Context: an optimization exercise on an open-source flow, tuned for small area and a short achievable clock period. The choices shown serve that exercise and are no tape-out recipe.

red:
Design multiply_accumulate, start of the top module:
module multiply_accumulate(
  clk,
  aresetn,
  reset,
  data,
  multi,
  result,
  overflow
);
Size: ~1700 cells after synthesis, roughly 68 I/O pins, roughly 0.021 mm^2 of cells after synthesis.
clock: 4.5 ns
lec_check: 0
cap_margin: 20
core_margin: 2
core_utilization: 65
cts_buf_list: sky130_fd_sc_hd__clkbuf_8
cts_cluster_diameter: 60
cts_cluster_size: 15
setup_slack_margin: 2.2
slew_margin: 20
tns_end_percent: 5
standard.sh (not shown) runs the stock make flow with config.mk's settings and CLKGATE_MAP_FILE= SYNTH_SCRIPT=/design/flow/synth_recipe.tcl, a recipe that flattens the netlist after the stock synthesis.
==> flow/flow/run.sh <==
#!/bin/bash
export BUFFER_PORTS_ARGS="-buffer_cell sky130_fd_sc_hd__buf_1"
bash standard.sh > standard.log 2>&1
No stage failed in red, and the final checks on the layout all came back clean.
Modified inputs, blue compared to red
# red
export LEC_CHECK = 0
export CAP_MARGIN = 20
export CORE_MARGIN = 2
export CORE_UTILIZATION = 65
export CTS_BUF_LIST = sky130_fd_sc_hd__clkbuf_8
export CTS_CLUSTER_DIAMETER = 60
export CTS_CLUSTER_SIZE = 15
export SETUP_SLACK_MARGIN = 2.2
export SLEW_MARGIN = 20
export TNS_END_PERCENT = 5
create_clock -name core_clock -period 4.5 [get_ports {clk}]
# blue
export LEC_CHECK = 0
export CAP_MARGIN = 20
export CORE_MARGIN = 2
export CORE_UTILIZATION = 65
export CTS_BUF_LIST = sky130_fd_sc_hd__clkbuf_8
export CTS_CLUSTER_DIAMETER = 60
export CTS_CLUSTER_SIZE = 15
export SETUP_SLACK_MARGIN = 2.2
export SLEW_MARGIN = 20
export TNS_END_PERCENT = 0
create_clock -name core_clock -period 4.5 [get_ports {clk}]
==> flow/flow/run.sh <==
#!/bin/bash
# The standard layout (standard.sh), with these changes to how it is made:
# - synthesis runs flow/synth.tcl: the standard flow's synthesis script, with ABC mapping
#   the logic for delay (flow/abc_delay.script);
# - Yosys does not map full/half adders to the library's fa/ha cells
#   (ADDER_MAP_FILE empty), so ABC maps that logic too;
# - port buffers are sky130_fd_sc_hd__buf_1, the smallest buffer.
export MY_FLOW_DIR=$PWD/flow
bash standard.sh "SYNTH_SCRIPT=$PWD/flow/synth.tcl" "ADDER_MAP_FILE=" \
  "BUFFER_PORTS_ARGS=-buffer_cell sky130_fd_sc_hd__buf_1" finish > standard.log 2>&1
==> flow/flow/abc_delay.script (new file) <==
&get -n
&st
&dch
&nf -D 1500
&put
buffer -c
topo
stime -c
upsize -c -D 1500
dnsize -c -D 1500
==> flow/flow/synth.tcl (new file) <==
# The standard flow's synthesis script (synth_recipe.tcl, which runs ORFS's synth.tcl) with
# one change: ABC maps the combinational logic with flow/abc_delay.script, a
# delay-driven script, instead of ORFS's abc_speed.script.  Registers are
# mapped before ABC runs and are not changed by it.
proc abc {args} {
  set i [lsearch -exact $args -script]
  if {$i >= 0} {
    set args [lreplace $args [expr {$i + 1}] [expr {$i + 1}] $::env(MY_FLOW_DIR)/abc_delay.script]
  }
  puts "flow/synth.tcl: abc $args"
  yosys abc {*}$args
}
source $::env(MY_FLOW_DIR)/../synth_recipe.tcl
==> summary.txt <==
- The final wirelength reported for blue is greater than that of red by about 21%.
- Of the two values seen for capture point of the critical path, pd[0][30] was produced by blue and result[26] by red.
- Sequential share of layout area: blue < red
- As far as flip-flop and latch count goes, blue and red are indistinguishable; the numbers are identical.
#### Input delta (green over blue)
==> flow/flow/run.sh <==
#!/bin/bash
export BUFFER_PORTS_ARGS="-buffer_cell sky130_fd_sc_hd__buf_1"
bash standard.sh > standard.log 2>&1
removed: flow/flow/abc_delay.script
removed: flow/flow/synth.tcl
Findings:
Diff blue -> green | via count of the first global-routing pass | down by more than 10%. Compared with blue, green shows a final cell count that is 315 lower. Between blue and green, the flow reports post-synthesis area per instance increasing by more than 10%. When green is measured against blue, its synthesized instance count turns out about 15% lower. Delta(final cell area excluding filler cells, green - blue) < 0. Relative to blue, the layout net count measured on green has decreased by a few percent. Worst setup slack, blue and green: higher on blue. Between blue and green, the flow reports routed length on met3 decreasing by more than 10%.
--- input diff green..orange ---
==> flow/flow/run.sh <==
#!/bin/bash
# The standard layout (standard.sh), with these changes to how it is made:
# - synthesis runs flow/synth.tcl: the standard flow's synthesis script, with ABC mapping
#   the logic for delay (flow/abc_delay.script);
# - Yosys does not map full/half adders to the library's fa/ha cells
#   (ADDER_MAP_FILE empty), so ABC maps that logic too;
# - port buffers are sky130_fd_sc_hd__buf_1, the smallest buffer.
export MY_FLOW_DIR=$PWD/flow
bash standard.sh "SYNTH_SCRIPT=$PWD/flow/synth.tcl" "ADDER_MAP_FILE=" \
  "BUFFER_PORTS_ARGS=-buffer_cell sky130_fd_sc_hd__buf_1" finish > standard.log 2>&1
==> flow/flow/abc_delay.script (new file) <==
&get -n
&st
&dch
&nf -D 2000
&put
buffer -c
topo
stime -c
upsize -c -D 2000
dnsize -c -D 2000
==> flow/flow/synth.tcl (new file) <==
# The standard flow's synthesis script (synth_recipe.tcl, which runs ORFS's synth.tcl) with
# one change: ABC maps the combinational logic with flow/abc_delay.script, a
# delay-driven script, instead of ORFS's abc_speed.script.  Registers are
# mapped before ABC runs and are not changed by it.
proc abc {args} {
  set i [lsearch -exact $args -script]
  if {$i >= 0} {
    set args [lreplace $args [expr {$i + 1}] [expr {$i + 1}] $::env(MY_FLOW_DIR)/abc_delay.script]
  }
  puts "flow/synth.tcl: abc $args"
  yosys abc {*}$args
}
source $::env(MY_FLOW_DIR)/../synth_recipe.tcl
Notes after the runs:
- | total wire length after detailed routing | orange vs green | worse |
- orange has total CTS buffers above what green had.
- Changes observed in orange relative to green: clock input transition at the sequential cells of the worst setup and hold paths now larger; total number of vias now larger; worst slack at placement now larger.
- Changes observed in orange relative to green: hold slack -0.011 ns, number of cells on the critical path went down by 2, count of boundary I/O pins held.
Function was not checked in any run of this note: the RTL went through the layout flow alone.

[separate check: timing with driven ports]
No port has a modelled driver above. Below, the same layouts with a new extraction and two added sets of constraints. Step 1: set_driving_cell puts a clkbuf_16 on clk and a buf_2 on each other input, an assumption about the parent block. Step 2 adds t to the input delays and takes it off the output delays; t is the mean of the earliest and latest rising clock arrival at the registers after step 1. Input paths then give back, and output paths get back, about the clock's delay inside the block. Three values: ideal, step 1, step 2; two values: the first two.
run	t, ns	slack for setup (ns)	worst setup path at the end	pins driven straight from the clock port
red	0.637	1.712 / 1.712 / 1.712	register to register	1
blue	0.681	1.969 / 1.969 / 1.969	register to register	1
green	0.638	1.719 / 1.719 / 1.719	register to register	1
orange	0.720	1.895 / 1.895 / 1.895	register to register	1
After both steps setup and hold are still met in every run listed.
